From an optimization exercise on the open Yosys and OpenROAD flow, aimed at small area, a short achievable clock period and few clock cycles; shortcuts taken in it are not production practice. The RTL was checked by simulation tests, not by an equivalence proof against the original design. Power is estimated from default activity; no workload was simulated.

## config.mk

```make
export PLATFORM = sky130hd
export DESIGN_NAME = PIPELINED_CPU_TOP
export DESIGN_NICKNAME = PIPELINED_CPU_TOP
export VERILOG_FILES = /design/flow/design.v
export SDC_FILE = /design/flow/constraint.sdc
export NUM_CORES = 4
export LEC_CHECK = 0
export CAP_MARGIN = 35
export CORE_MARGIN = 2
export CORE_UTILIZATION = 40
export PLACE_DENSITY = 0.6
export SLEW_MARGIN = 35
```

## constraint.sdc

```tcl
create_clock -name core_clock -period 20.0 [get_ports {Clk}]
set_input_delay 4.0000 -clock core_clock [delete_from_list [all_inputs] [get_ports {Clk}]]
set_output_delay 4.0000 -clock core_clock [all_outputs]
set_load 0.01 [all_outputs]
```

## design.v

```verilog
`timescale 1ns / 1ps
module csa_lvl #(parameter N = 3, parameter W = 64) (x, y);
    localparam M = 2 * (N / 3) + N % 3;
    input  [N*W-1:0] x;
    output [M*W-1:0] y;
    genvar g;
    generate
        for (g = 0; g < N / 3; g = g + 1) begin : G
            wire [W-1:0] a = x[(3*g)*W +: W];
            wire [W-1:0] b = x[(3*g+1)*W +: W];
            wire [W-1:0] c = x[(3*g+2)*W +: W];
            wire [W-1:0] m = (a & b) | (a & c) | (b & c);
            assign y[(2*g)*W +: W]   = a ^ b ^ c;
            assign y[(2*g+1)*W +: W] = {m[W-2:0], 1'b0};
        end
        if (N % 3 >= 1) begin : R1
            assign y[(2*(N/3))*W +: W] = x[(3*(N/3))*W +: W];
        end
        if (N % 3 == 2) begin : R2
            assign y[(2*(N/3)+1)*W +: W] = x[(3*(N/3)+1)*W +: W];
        end
    endgenerate
endmodule
module PIPELINED_CPU_TOP(Clk, Rst, IMemAddr, IMemData, DMemAddr, DMemWData, DMemWMask, DMemRData);
    input Clk, Rst;
    output [31:0] IMemAddr;
    input  [31:0] IMemData;
    output [31:0] DMemAddr;
    output [31:0] DMemWData;
    output [3:0]  DMemWMask;
    input  [31:0] DMemRData;
    reg  [9:0]  pc;                  
    reg  [31:0] id_ins;              
    reg  [9:0]  id_pc;
    reg         id_v;
    reg  [31:0] ex_a, ex_b;          
    reg  [15:0] ex_imm;
    reg  [4:0]  ex_dst;
    reg         ex_we, ex_late;      
    reg         ex_alusrc, ex_zext, ex_sub, ex_uns;
    reg         ex_sadd, ex_sslt, ex_slog, ex_ssh, ex_sse, ex_spa, ex_slui;
    reg  [1:0]  ex_lop;
    reg         ex_left, ex_rot, ex_arith, ex_var;
    reg         ex_seb, ex_seh, ex_movn, ex_movz;
    reg         ex_mneg, ex_muns;
    reg         ex_mul, ex_mfhi, ex_mflo, ex_mthi, ex_mtlo, ex_mhilo, ex_macc;
    reg  [1:0]  ex_ld, ex_st;        
    reg         ex_fa_m, ex_fa_w, ex_fb_m, ex_fb_w;
    reg  [31:0] mm_res, mm_wd;       
    reg  [3:0]  mm_wm;
    reg  [4:0]  mm_dst;
    reg         mm_we, mm_late;
    reg  [1:0]  mm_ld;
    reg         mm_mul, mm_mfhi, mm_mflo, mm_mthi, mm_mtlo, mm_mhilo, mm_macc;
    reg  [63:0] mm_ps, mm_pc;        
    reg  [31:0] hi, lo;
    reg  [31:0] wb_res, wb_rd;       
    reg  [4:0]  wb_dst;
    reg         wb_we;
    reg  [1:0]  wb_ld;
    wire [1:0]  wb_ba = wb_res[1:0];
    reg  [31:0] wb_ldv;
    always @(*) begin
        wb_ldv = 32'd0;
        case (wb_ld)
            2'b11: if (wb_ba == 2'b00) wb_ldv = wb_rd;
            2'b10: begin
                if (wb_ba == 2'b00)      wb_ldv = {{16{wb_rd[15]}}, wb_rd[15:0]};
                else if (wb_ba == 2'b10) wb_ldv = {{16{wb_rd[15]}}, wb_rd[31:16]};
            end
            2'b01: begin
                case (wb_ba)
                    2'b00: wb_ldv = {{24{wb_rd[7]}},  wb_rd[7:0]};
                    2'b01: wb_ldv = {{24{wb_rd[15]}}, wb_rd[15:8]};
                    2'b10: wb_ldv = {{24{wb_rd[15]}}, wb_rd[23:16]};
                    default: wb_ldv = {{24{wb_rd[15]}}, wb_rd[31:24]};
                endcase
            end
            default: wb_ldv = 32'd0;
        endcase
    end
    wire [31:0] wbval = (wb_ld != 2'b00) ? wb_ldv : wb_res;
    wire [5:0] op = id_ins[31:26];
    wire [4:0] rs = id_ins[25:21];
    wire [4:0] rt = id_ins[20:16];
    wire [4:0] rd = id_ins[15:11];
    wire [4:0] sa = id_ins[10:6];
    wire [5:0] fn = id_ins[5:0];
    reg d_we, d_late, d_rdrt;        
    reg d_alusrc, d_zext, d_sub, d_uns;
    reg d_sadd, d_sslt, d_slog, d_ssh, d_sse, d_spa, d_slui;
    reg [1:0] d_lop;
    reg d_left, d_rot, d_arith, d_var;
    reg d_seb, d_seh, d_movn, d_movz;
    reg d_mneg, d_muns;
    reg d_mul, d_mfhi, d_mflo, d_mthi, d_mtlo, d_mhilo, d_macc;
    reg [1:0] d_ld, d_st;
    reg d_urs, d_urt;                
    reg d_br, d_j, d_jal, d_jr;      
    reg d_brt;                       
    always @(*) begin
        d_we = 0; d_late = 0; d_rdrt = 0;
        d_alusrc = 0; d_zext = 0; d_sub = 0; d_uns = 0;
        d_sadd = 0; d_sslt = 0; d_slog = 0; d_ssh = 0; d_sse = 0; d_spa = 0; d_slui = 0;
        d_lop = 2'b00;
        d_left = 0; d_rot = 0; d_arith = 0; d_var = 0;
        d_seb = 0; d_seh = 0; d_movn = 0; d_movz = 0;
        d_mneg = 0; d_muns = 0;
        d_mul = 0; d_mfhi = 0; d_mflo = 0; d_mthi = 0; d_mtlo = 0; d_mhilo = 0; d_macc = 0;
        d_ld = 2'b00; d_st = 2'b00;
        d_urs = 0; d_urt = 0;
        d_br = 0; d_j = 0; d_jal = 0; d_jr = 0; d_brt = 0;
        case (op)
            6'b000000: begin
                d_we = 1; d_urs = 1; d_urt = 1;
                case (fn)
                    6'b100010: begin d_sadd = 1; d_sub = 1; end                   
                    6'b100100: begin d_slog = 1; d_lop = 2'b00; end               
                    6'b100101: begin d_slog = 1; d_lop = 2'b01; end               
                    6'b100110: begin d_slog = 1; d_lop = 2'b10; end               
                    6'b100111: begin d_slog = 1; d_lop = 2'b11; end               
                    6'b101010: begin d_sslt = 1; d_sub = 1; end                   
                    6'b101011: begin d_sslt = 1; d_sub = 1; d_uns = 1; end        
                    6'b000000: begin d_ssh = 1; d_left = 1; d_urs = 0; end        
                    6'b000010: begin                                              
                        d_urs = 0;
                        if (rs == 5'd0)      d_ssh = 1;
                        else if (rs == 5'd1) begin d_ssh = 1; d_rot = 1; end
                    end
                    6'b000011: begin d_ssh = 1; d_arith = 1; d_urs = 0; end       
                    6'b000100: begin d_ssh = 1; d_left = 1; d_var = 1; end        
                    6'b000110: begin d_ssh = 1; d_var = 1; d_rot = (sa != 5'd0); end  
                    6'b000111: begin d_ssh = 1; d_arith = 1; d_var = 1; end       
                    6'b001011: begin d_spa = 1; d_movn = 1; end                   
                    6'b001010: begin d_spa = 1; d_movz = 1; end                   
                    6'b011000: begin d_we = 0; d_mhilo = 1; end                   
                    6'b011001: begin d_we = 0; d_mhilo = 1; d_muns = 1; end       
                    6'b010000: begin d_mfhi = 1; d_late = 1; d_urs = 0; d_urt = 0; end  
                    6'b010010: begin d_mflo = 1; d_late = 1; d_urs = 0; d_urt = 0; end  
                    6'b010001: begin d_we = 0; d_spa = 1; d_mthi = 1; d_urt = 0; end   
                    6'b010011: begin d_we = 0; d_spa = 1; d_mtlo = 1; d_urt = 0; end   
                    6'b001000: begin d_we = 0; d_jr = 1; d_urs = 0; d_urt = 0; end     
                    default:   begin d_sadd = 1; end                              
                endcase
            end
            6'b000001: begin d_br = 1; end                                        
            6'b000010, 6'b000011: begin                                           
                d_j = ~op[0]; d_jal = op[0];
                d_urs = 1; d_urt = 1;
                case (fn)
                    6'b011000: d_mhilo = 1;                                       
                    6'b011001: begin d_mhilo = 1; d_muns = 1; end                 
                    6'b010001: begin d_spa = 1; d_mthi = 1; end                   
                    6'b010011: begin d_spa = 1; d_mtlo = 1; end                   
                    default: ;
                endcase
            end
            6'b000100, 6'b000101: begin d_br = 1; d_brt = 1; end                  
            6'b000110, 6'b000111: begin d_br = 1; end                             
            6'b001000, 6'b001001: begin d_we = 1; d_rdrt = 1; d_urs = 1; d_alusrc = 1; d_sadd = 1; end
            6'b001010: begin d_we = 1; d_rdrt = 1; d_urs = 1; d_alusrc = 1; d_sslt = 1; d_sub = 1; end
            6'b001011: begin d_we = 1; d_rdrt = 1; d_urs = 1; d_alusrc = 1; d_sslt = 1; d_sub = 1; d_uns = 1; end
            6'b001100: begin d_we = 1; d_rdrt = 1; d_urs = 1; d_alusrc = 1; d_zext = 1; d_slog = 1; d_lop = 2'b00; end
            6'b001101: begin d_we = 1; d_rdrt = 1; d_urs = 1; d_alusrc = 1; d_zext = 1; d_slog = 1; d_lop = 2'b01; end
            6'b001110: begin d_we = 1; d_rdrt = 1; d_urs = 1; d_alusrc = 1; d_zext = 1; d_slog = 1; d_lop = 2'b10; end
            6'b001111: begin d_we = 1; d_rdrt = 1; d_slui = 1; end
            6'b011100: begin
                d_urs = 1; d_urt = 1;
                case (fn)
                    6'b000010: begin d_we = 1; d_mul = 1; d_late = 1; end         
                    6'b000000: begin d_mhilo = 1; d_macc = 1; end                 
                    6'b000100: begin d_mhilo = 1; d_macc = 1; d_mneg = 1; end     
                    default:   begin d_we = 1; d_sadd = 1; end
                endcase
            end
            6'b011111: begin                                                      
                d_we = 1; d_urt = 1; d_sse = 1;
                d_seh = (sa == 5'b11000);
                d_seb = (sa == 5'b10000);
            end
            6'b100000: begin d_we = 1; d_rdrt = 1; d_urs = 1; d_alusrc = 1; d_sadd = 1; d_late = 1; d_ld = 2'b01; end
            6'b100001: begin d_we = 1; d_rdrt = 1; d_urs = 1; d_alusrc = 1; d_sadd = 1; d_late = 1; d_ld = 2'b10; end
            6'b100011: begin d_we = 1; d_rdrt = 1; d_urs = 1; d_alusrc = 1; d_sadd = 1; d_late = 1; d_ld = 2'b11; end
            6'b101000: begin d_urs = 1; d_urt = 1; d_alusrc = 1; d_sadd = 1; d_st = 2'b01; end
            6'b101001: begin d_urs = 1; d_urt = 1; d_alusrc = 1; d_sadd = 1; d_st = 2'b10; end
            6'b101011: begin d_urs = 1; d_urt = 1; d_alusrc = 1; d_sadd = 1; d_st = 2'b11; end
            default: ;
        endcase
    end
    wire [4:0] d_dst = d_rdrt ? rt : rd;
    wire       d_wen = d_we & (d_dst != 5'd0);
    wire        jal_w = id_v & d_jal;
    wire [10:0] pc1   = {1'b0, id_pc} + 11'd1;
    wire [31:0] link  = {19'd0, pc1, 2'b00};
    wire [31:0] rf_wd = Rst ? 32'd0 : wbval;
    wire [32*32-1:0] rfw;
    assign rfw[31:0] = 32'd0;
    genvar gi;
    generate
        for (gi = 1; gi < 32; gi = gi + 1) begin : RF
            reg  [31:0] q;
            wire en;
            wire [31:0] d;
            if (gi == 31) begin : L
                assign en = Rst | jal_w | (wb_we & (wb_dst == gi));
                assign d  = (jal_w & ~Rst) ? link : rf_wd;
            end else begin : N
                assign en = Rst | (wb_we & (wb_dst == gi));
                assign d  = rf_wd;
            end
            always @(posedge Clk) if (en) q <= d;
            assign rfw[gi*32 +: 32] = q;
        end
    endgenerate
    wire [31:0] rf_a = rfw[rs*32 +: 32];
    wire [31:0] rf_b = rfw[rt*32 +: 32];
    wire [31:0] id_a = (wb_we && wb_dst == rs) ? wbval : rf_a;
    wire [31:0] id_b = (wb_we && wb_dst == rt) ? wbval : rf_b;
    wire ex_w_rs = ex_we & (ex_dst == rs);
    wire ex_w_rt = ex_we & (ex_dst == rt);
    wire mm_w_rs = mm_we & (mm_dst == rs);
    wire mm_w_rt = mm_we & (mm_dst == rt);
    wire d_ctl   = d_br | d_jr;
    wire haz_lu  = ex_late & ((d_urs & ex_w_rs) | (d_urt & ex_w_rt));
    wire haz_br  = d_ctl & (ex_w_rs | (mm_late & mm_w_rs)) |
                   (d_br & d_brt) & (ex_w_rt | (mm_late & mm_w_rt));
    wire stall   = id_v & (haz_lu | haz_br);
    wire [31:0] br_a = mm_w_rs ? mm_res : id_a;
    wire [31:0] br_b = mm_w_rt ? mm_res : id_b;
    reg br_cond;
    always @(*) begin
        br_cond = 1'b0;
        case (op[2:0])
            3'b001: br_cond = (rt == 5'd0) ? br_a[31] : ((rt == 5'd1) ? ~br_a[31] : 1'b0);
            3'b100: br_cond = (br_a == br_b);
            3'b101: br_cond = (br_a != br_b);
            3'b110: br_cond = br_a[31] | (br_a == 32'd0);
            3'b111: br_cond = ~br_a[31] & (br_a != 32'd0);
            default: br_cond = 1'b0;
        endcase
    end
    wire signed [17:0] bt = $signed({8'd0, id_pc}) + 18'sd1 + $signed({{2{id_ins[15]}}, id_ins[15:0]});
    wire        bt_ok = (bt >= 18'sd0) && (bt <= 18'sd512);
    wire [9:0]  bt_pc = bt_ok ? bt[9:0] : 10'd0;
    wire        jt_ok = (id_ins[25:0] <= 26'd512);
    wire [9:0]  jt_pc = jt_ok ? id_ins[9:0] : 10'd0;
    wire        rt_ok = (br_a <= 32'd2048);
    wire [9:0]  jr_pc = rt_ok ? br_a[11:2] : 10'd0;
    wire take_b = id_v & d_br & br_cond;
    wire take_j = id_v & (d_j | d_jal);
    wire take_r = id_v & d_jr;
    wire redirect = ~stall & (take_b | take_j | take_r);
    wire [9:0] seq_pc = (pc == 10'd512) ? 10'd0 : pc + 10'd1;
    wire [9:0] nxt_pc = take_b ? bt_pc : (take_j ? jt_pc : (take_r ? jr_pc : seq_pc));
    assign IMemAddr = {20'd0, pc, 2'b00};
    always @(posedge Clk) begin
        if (Rst) begin
            pc <= 10'd0;
            id_v <= 1'b0;
        end else if (!stall) begin
            pc <= redirect ? nxt_pc : seq_pc;
            id_v <= ~redirect;
            id_ins <= IMemData;
            id_pc <= pc;
        end
    end
    wire go = id_v & ~stall & ~Rst;
    always @(posedge Clk) begin
        ex_a <= id_a;
        ex_b <= id_b;
        ex_imm <= id_ins[15:0];
        ex_dst <= d_dst;
        ex_fa_m <= ex_w_rs;
        ex_fb_m <= ex_w_rt;
        ex_fa_w <= mm_w_rs;
        ex_fb_w <= mm_w_rt;
        ex_alusrc <= d_alusrc; ex_zext <= d_zext; ex_sub <= d_sub; ex_uns <= d_uns;
        ex_lop <= d_lop;
        ex_left <= d_left; ex_rot <= d_rot; ex_arith <= d_arith; ex_var <= d_var;
        ex_seb <= d_seb; ex_seh <= d_seh;
        ex_mneg <= d_mneg; ex_muns <= d_muns;
        ex_sadd <= d_sadd; ex_sslt <= d_sslt; ex_slog <= d_slog; ex_ssh <= d_ssh;
        ex_sse <= d_sse; ex_spa <= d_spa; ex_slui <= d_slui;
        if (!go) begin
            ex_we <= 0; ex_late <= 0;
            ex_movn <= 0; ex_movz <= 0;
            ex_mul <= 0; ex_mfhi <= 0; ex_mflo <= 0; ex_mthi <= 0; ex_mtlo <= 0; ex_mhilo <= 0; ex_macc <= 0;
            ex_ld <= 2'b00; ex_st <= 2'b00;
        end else begin
            ex_we <= d_wen; ex_late <= d_late;
            ex_movn <= d_movn; ex_movz <= d_movz;
            ex_mul <= d_mul; ex_mfhi <= d_mfhi; ex_mflo <= d_mflo; ex_mthi <= d_mthi; ex_mtlo <= d_mtlo;
            ex_mhilo <= d_mhilo; ex_macc <= d_macc;
            ex_ld <= d_ld; ex_st <= d_st;
        end
    end
    wire [31:0] A  = (ex_fa_m & mm_we) ? mm_res : (ex_fa_w ? wbval : ex_a);
    wire [31:0] Bf = (ex_fb_m & mm_we) ? mm_res : (ex_fb_w ? wbval : ex_b);
    wire [31:0] immx = {{16{ex_imm[15] & ~ex_zext}}, ex_imm};
    wire [31:0] B  = ex_alusrc ? immx : Bf;
    wire [31:0] Bx  = ex_sub ? ~B : B;
    wire [32:0] sum = {1'b0, A} + {1'b0, Bx} + {32'd0, ex_sub};
    wire lt_s = (A[31] ^ B[31]) ? A[31] : sum[31];
    wire lt_u = ~sum[32];
    wire lt   = ex_uns ? lt_u : lt_s;
    reg [31:0] lg;
    always @(*) begin
        case (ex_lop)
            2'b00: lg = A & B;
            2'b01: lg = A | B;
            2'b10: lg = A ^ B;
            default: lg = ~(A | B);
        endcase
    end
    wire [4:0]  amt   = ex_var ? A[4:0] : ex_imm[10:6];
    wire        big   = ex_var & (ex_rot ? ((A[31:6] != 26'd0) | (A[5] & (A[4:0] != 5'd0)))
                                         : (A[31:5] != 27'd0));
    wire [4:0]  ramt  = ex_left ? (5'd0 - amt) : amt;
    wire [31:0] sin   = {Bf[31] & ~ex_arith, Bf[30:0]};
    wire [31:0] r1 = ramt[0] ? {sin[0],    sin[31:1]}  : sin;
    wire [31:0] r2 = ramt[1] ? {r1[1:0],   r1[31:2]}   : r1;
    wire [31:0] r3 = ramt[2] ? {r2[3:0],   r2[31:4]}   : r2;
    wire [31:0] r4 = ramt[3] ? {r3[7:0],   r3[31:8]}   : r3;
    wire [31:0] r5 = ramt[4] ? {r4[15:0],  r4[31:16]}  : r4;
    wire [31:0] thl;                  
    wire [31:0] thr;                  
    genvar gs;
    generate
        for (gs = 0; gs < 32; gs = gs + 1) begin : TH
            assign thl[gs] = (gs >= amt);
            assign thr[gs] = thl[31 - gs];
        end
    endgenerate
    wire [31:0] shmask = ex_rot ? 32'hFFFF_FFFF : (ex_left ? thl : thr);
    wire [31:0] shres  = big ? {ex_arith & Bf[31], 31'd0}
                             : ((r5 & shmask) | {ex_arith & Bf[31], 31'd0});
    wire [31:0] sev = ex_seh ? {{16{Bf[15]}}, Bf[15:0]} : (ex_seb ? {{24{Bf[7]}}, Bf[7:0]} : 32'd0);
    wire [31:0] res = ({32{ex_sadd}} & sum[31:0]) |
                      ({32{ex_sslt}} & {31'd0, lt}) |
                      ({32{ex_slog}} & lg) |
                      ({32{ex_ssh}}  & shres) |
                      ({32{ex_sse}}  & sev) |
                      ({32{ex_spa}}  & A) |
                      ({32{ex_slui}} & {ex_imm, 16'd0});
    wire bz = (Bf == 32'd0);
    wire x_we = ex_we & ~(ex_movn & bz) & ~(ex_movz & ~bz);
    wire [1:0] ea = sum[1:0];
    reg  [3:0]  x_wm;
    reg  [31:0] x_wd;
    always @(*) begin
        x_wm = 4'b0000;
        x_wd = Bf;
        case (ex_st)
            2'b11: if (ea == 2'b00) x_wm = 4'b1111;
            2'b10: begin
                x_wd = {2{Bf[15:0]}};
                if (ea == 2'b00) x_wm = 4'b0011;
                else if (ea == 2'b10) x_wm = 4'b1100;
            end
            2'b01: begin
                x_wd = {4{Bf[7:0]}};
                case (ea)
                    2'b00: x_wm = 4'b0001;
                    2'b01: x_wm = 4'b0010;
                    2'b10: x_wm = 4'b0100;
                    default: x_wm = 4'b1000;
                endcase
            end
            default: ;
        endcase
    end
    wire [32:0] ma = {A[31] & ~ex_muns, A};
    wire [33:0] mb = {{2{Bf[31] & ~ex_muns}}, Bf};        
    wire [34:0] a1 = {{2{ma[32]}}, ma};
    wire [34:0] a2 = {ma[32], ma, 1'b0};
    wire [19*64-1:0] rows;
    genvar gb;
    generate
        for (gb = 0; gb < 17; gb = gb + 1) begin : BO
            wire b0 = (gb == 0) ? 1'b0 : mb[2*gb-1];
            wire b1 = mb[2*gb];
            wire b2 = mb[2*gb+1];
            wire one = b1 ^ b0;
            wire two = (b2 & ~b1 & ~b0) | (~b2 & b1 & b0);
            wire neg = b2 ^ ex_mneg;
            wire [34:0] mag = one ? a1 : (two ? a2 : 35'd0);
            wire [34:0] p = mag ^ {35{neg}};
            wire [34:0] u = {~p[34], p[33:0]};
            wire [63:0] row = {29'd0, u} << (2 * gb);
            assign rows[gb*64 +: 64] = row;
            assign rows[17*64 + 2*gb] = neg;
            if (gb < 16) begin : Z
                assign rows[17*64 + 2*gb + 1] = 1'b0;
            end
        end
    endgenerate
    assign rows[17*64 + 63:17*64 + 33] = 31'd0;
    assign rows[18*64 +: 64] = 64'hAAAA_AAAC_0000_0000;
    wire [13*64-1:0] l1;
    wire [9*64-1:0]  l2;
    wire [6*64-1:0]  l3;
    wire [4*64-1:0]  l4;
    wire [3*64-1:0]  l5;
    wire [2*64-1:0]  l6;
    csa_lvl #(.N(19)) C1 (.x(rows), .y(l1));
    csa_lvl #(.N(13)) C2 (.x(l1), .y(l2));
    csa_lvl #(.N(9))  C3 (.x(l2), .y(l3));
    csa_lvl #(.N(6))  C4 (.x(l3), .y(l4));
    csa_lvl #(.N(4))  C5 (.x(l4), .y(l5));
    csa_lvl #(.N(3))  C6 (.x(l5), .y(l6));
    always @(posedge Clk) begin
        mm_res <= res;
        mm_wd  <= x_wd;
        mm_dst <= ex_dst;
        mm_ps  <= l6[63:0];
        mm_pc  <= l6[127:64];
        if (Rst) begin
            mm_wm <= 4'b0000; mm_we <= 0; mm_late <= 0; mm_ld <= 2'b00;
            mm_mul <= 0; mm_mfhi <= 0; mm_mflo <= 0; mm_mthi <= 0; mm_mtlo <= 0; mm_mhilo <= 0; mm_macc <= 0;
        end else begin
            mm_wm <= x_wm; mm_we <= x_we; mm_late <= ex_late; mm_ld <= ex_ld;
            mm_mul <= ex_mul; mm_mfhi <= ex_mfhi; mm_mflo <= ex_mflo; mm_mthi <= ex_mthi; mm_mtlo <= ex_mtlo;
            mm_mhilo <= ex_mhilo; mm_macc <= ex_macc;
        end
    end
    assign DMemAddr  = mm_res;
    assign DMemWData = mm_wd;
    assign DMemWMask = mm_wm;
    wire [63:0] acc = mm_macc ? {hi, lo} : 64'd0;
    wire [63:0] s3  = mm_ps ^ mm_pc ^ acc;
    wire [63:0] c3m = (mm_ps & mm_pc) | (mm_ps & acc) | (mm_pc & acc);
    wire [63:0] prod = s3 + {c3m[62:0], 1'b0};
    always @(posedge Clk) begin
        if (Rst) begin
            hi <= 32'd0;
            lo <= 32'd0;
        end else begin
            if (mm_mhilo | mm_mthi) hi <= mm_mthi ? mm_res : prod[63:32];
            if (mm_mhilo | mm_mtlo) lo <= mm_mtlo ? mm_res : prod[31:0];
        end
    end
    wire [31:0] m_res = mm_mul ? prod[31:0] : (mm_mfhi ? hi : (mm_mflo ? lo : mm_res));
    always @(posedge Clk) begin
        wb_res <= m_res;
        wb_rd  <= DMemRData;
        wb_dst <= mm_dst;
        wb_ld  <= mm_ld;
        if (Rst) wb_we <= 0;
        else     wb_we <= mm_we;
    end
endmodule
```

## run.sh

```bash
#!/bin/bash
# synth_recipe.tcl (not shown) runs the flow's synth.tcl, then flattens the netlist and writes it again
# the make line also repeats each setting of config.mk as NAME=value (left out here)
make -C /OpenROAD-flow-scripts/flow DESIGN_CONFIG=/design/flow/config.mk WORK_HOME=/design/flow/orfs CLKGATE_MAP_FILE= SYNTH_SCRIPT=/design/flow/synth_recipe.tcl finish
```

==> flow_summary.json <==
{
  "dp.final_hpwl_mm": 309,
  "synth.yosys.seq_area_share_pct": 38.0,
  "core_area_sq_um": 266000,
  "die_area_sq_um": 272000,
  "proportion_of_synthesized_flip_flops_having_asynchronous_set_or_reset_pct": 0,
  "finish.net_count": 10800,
  "cts_inserted_buffers": 183,
  "max-slew-margin-rel_pct": 28.3,
  "slowest_delay_ns": 0.79,
  "grt_first_pass_wirelength_mm": 638,
  "min_period_over_period_pct": 41.3,
  "fin_worst_hold_slack_ns": 0.341,
  "ys_top_cells_by_area": "sky130_fd_sc_hd__edfxtp_1, sky130_fd_sc_hd__fa_1, sky130_fd_sc_hd__dfxtp_1",
  "share_of_final_layout_standard_cells_stronger_than_drive_strength_1_pct": 12.2,
  "worst_setup_hold_path_clk_slew_ns": 0.06,
  "synthDistinctLibCells": 114,
  "clock_path_buffers": 4,
  "antenna_found_initial": 33,
  "startpoint_to_endpoint_class_of_the_critical_path": "reg2reg",
  "fill_cells": 24400,
  "path_cells": "mux4_2 -> and3_1 -> a211oi_2 -> buf_4 -> a21oi_1 -> mux2i_1 -> clkinv_1 -> nor2_1 -> nand2b_4 -> o22ai_1 -> xor2_1 -> fa_1 -> inv_1 -> fa_1 -> fa_1 -> fa_1 -> inv_1 -> fa_1 -> fa_1",
  "crit_slowest_cell": "sky130_fd_sc_hd__dfxtp_2",
  "cts_num_sinks": 1513,
  "reg2reg_depth": 19,
  "finalWeightedCongestion": 0.984,
  "synth.avg_cell_area_sq_um": 10.8,
  "drt-pass1-iter-count": 6,
  "mappedNetlistArea_sq_um": 107000,
  "num_rows": 189,
  "groute.usage.overall_pct": 32.6,
  "startpoint_type": "register",
  "area_growth_syn_to_layout_pct": 11.4,
  "crit_path_end_kind": "register",
  "min_delay_path_depth": 0,
  "max_cap_viol_count": 0,
  "syn-instance-count": 9906,
  "yosysWarningCount": 1,
  "synth_common_cells": "sky130_fd_sc_hd__edfxtp_1, sky130_fd_sc_hd__inv_1, sky130_fd_sc_hd__mux2i_1",
  "timing.final.max_slew_violations": 0,
  "maximum_fanout_encountered_on_the_critical_timing_path": 38,
  "total_neg_setup_slack_ns": 0,
  "place_worst_setup_slack_ns": 11.65,
  "status": "timing/DRC/antenna clean",
  "synth.largest_area_cell": "sky130_fd_sc_hd__edfxtp_1",
  "grt_max_degree": 114,
  "setup_slack_ns": 11.74,
  "post_synth_edffs": 1034,
  "cts_resized": 0,
  "ios": 166,
  "vias": 87100,
  "p_leak_uw": 0.0469,
  "worst_slew_pin_slew_ns": 1.05,
  "required_time_at_the_endpoint_of_the_critical_path_ns": 20.71,
  "synth.ff_latch_count": 1513,
  "tritoncts_clock_tree": "done",
  "worst_clock_skew_ns": 0.130,
  "setup_viol": 0,
  "crit_top_cell": "sky130_fd_sc_hd__fa_1",
  "cp.arrival_ns": 8.97,
  "clock_insertion_delay_worst_skew_ns": 0.93,
  "postRouteWirelength_mm": 454,
  "root_driver": "sky130_fd_sc_hd__clkbuf_16",
  "initial_core_util_pct": 40.3,
  "ctsHtreeMaxLevel": 4,
  "routed_wire_length_per_instance_microns": 33.6,
  "port_buffers": 143,
  "grt_setup_unrepaired": "no",
  "maxClockFrequency_mhz": 121,
  "post_cts_buffers": 0,
  "ys.flop_type": "sky130_fd_sc_hd__edfxtp_1",
  "ctsHoldBuffers": 0,
  "grt_pass1_vias": 84900,
  "synth.most_common_cell": "sky130_fd_sc_hd__edfxtp_1",
  "grt_overflow_total": 0,
  "min_period_ns": 8.26,
  "dr.first_iter.drc_count": 12700,
  "synth_top_area_share_pct": 29.0,
  "cellPowerDensity_nw_per_um2": 215,
  "detail_route.vias_per_cell": 6.44,
  "route.antenna.remaining_nets": 0,
  "peakVddDrop_uv": 349,
  "die_y_microns": 521,
  "drcViolationCount": 0,
  "hold_path_class": "reg2reg",
  "die_w_microns": 521,
  "report.final.hold_viol_count": 0
}
[final cells by class]
cell class	count	area [sq um]	share of cell area (%)
multi-input combinational	6852	60900	51.1
sequential	1513	40700	34.1
clock buffer	231	5000	4.20
tap	3533	4420	3.71
timing repair buffer	503	4290	3.60
inverter	773	2900	2.44
clock inverter	99	986	0.827
antenna	12	30.0	0.0252
[cell families after synthesis]
| logic type | synth area share, % |
|---|---|
| adders and majority gates | 14.4 |
| AOI/OAI and AO/OA | 14.3 |
| buffers and inverters | 6.31 |
| and+or+nand+nor | 7.37 |
| muxes | 12.8 |
| DFF | 38.0 |
| other | 0.00351 |
| xor gates and xnor gates | 6.77 |
[through the flow]
step | cells | util (%) | power (uW) | cell area, sq um
after floorplan | 9927 | - | 16700 | 107000
final | 13500 | 44.9 | 25600 | 119000
after CTS | 13500 | 44.8 | 25700 | 119000
after global routing | 13500 | 44.9 | 28600 | 119000
after detailed placement | 13200 | 42.6 | 22300 | 113000
after global placement | 13200 | 42.4 | 21600 | 113000
[power by group]
part           switching, uW  total (uW)  internal (uW)
clock network           1440        3400           1970
logic                  10300       17700           7350
registers                302        4580           4280
total                  12100       25600          13600
[flip-flops by register name, summed over array words and instances, names as in the netlist, 32 cells and up]
| name | flops |
|---|---|
| ex_a | 32 |
| hi | 32 |
| lo | 32 |
| RF.q | 992 |
| id_ins | 32 |
| mm_wd | 32 |
| mm_ps | 64 |
| wb_res | 32 |
| mm_pc | 59 |
| ex_b | 32 |
| wb_rd | 32 |
| mm_res | 32 |
[worst paths after layout]
path | from | to | slack [ns]
setup / recovery | wb_res[1] | mm_ps[31] | 11.74
hold reg to reg | mm_ld[1] | wb_ld[1] | 0.34
hold / removal | mm_ld[1] | wb_ld[1] | 0.34
setup reg to reg | wb_res[1] | mm_ps[31] | 11.74
[layer usage]
metal	wire [microns]	track usage, %	vias up
met4	31900	19.0	12
met1	177000	43.6	43900
met3	57200	9.95	1329
li1	-	-	35800
met2	189000	46.6	6084
met5	116	0	-
[placed cells by master (no fill, tap or decap), types with 265 or more instances in the layout]
cell	netlist	routed
sky130_fd_sc_hd__edfxtp_1	1034	1034
sky130_fd_sc_hd__nor2_1	620	599
sky130_fd_sc_hd__nand2_1	503	489
sky130_fd_sc_hd__dfxtp_1	479	463
sky130_fd_sc_hd__o22ai_1	575	571
sky130_fd_sc_hd__ha_1	374	374
sky130_fd_sc_hd__inv_1	740	737
sky130_fd_sc_hd__mux2i_1	712	703
sky130_fd_sc_hd__xor2_1	326	319
sky130_fd_sc_hd__a21oi_1	583	571
sky130_fd_sc_hd__buf_4	71	344
sky130_fd_sc_hd__fa_1	535	535
sky130_fd_sc_hd__mux4_2	265	265
sky130_fd_sc_hd__xnor2_1	501	474
[worst max-delay path: cells and delay by family, from the launching register on]
kind | cells | cell delay [ns]
buffers and inverters | 4 | 0.93
adder cells (fa/ha/maj) | 6 | 3.03
XOR/XNOR | 1 | 0.19
flip-flops | 1 | 0.79
AND/OR/NAND/NOR | 3 | 1.21
AO/OA/AOI/OAI | 3 | 0.63
multiplexers | 2 | 1.28
Testbench counts, summed over its fixed seeds: cycles 30,774.

[what the ideal ports hide]
No port has a modelled driver above. Below, the same layout with a new extraction and two added sets of constraints.
Step 1 (the two cells are an assumption about what drives the block):
set clk [get_ports {Clk}]
set_driving_cell -lib_cell sky130_fd_sc_hd__clkbuf_16 $clk
set_driving_cell -lib_cell sky130_fd_sc_hd__buf_2 [delete_from_list [all_inputs] $clk]
Step 2 also shifts input and output timing later by t, the mid clock arrival at the registers, as if the neighbouring blocks saw the same clock.
Three values: ideal, step 1, step 2; two values: the first two.
shift t [ns]: 0.957
setup WS [ns]: 11.738 / 11.738 / 11.738
hold WS [ns]: 0.341 / 0.341 / 0.341
After both steps this run still meets setup and hold. The setup slack of this run moves by 0.000 ns with the drivers and by 0.000 ns with both steps.
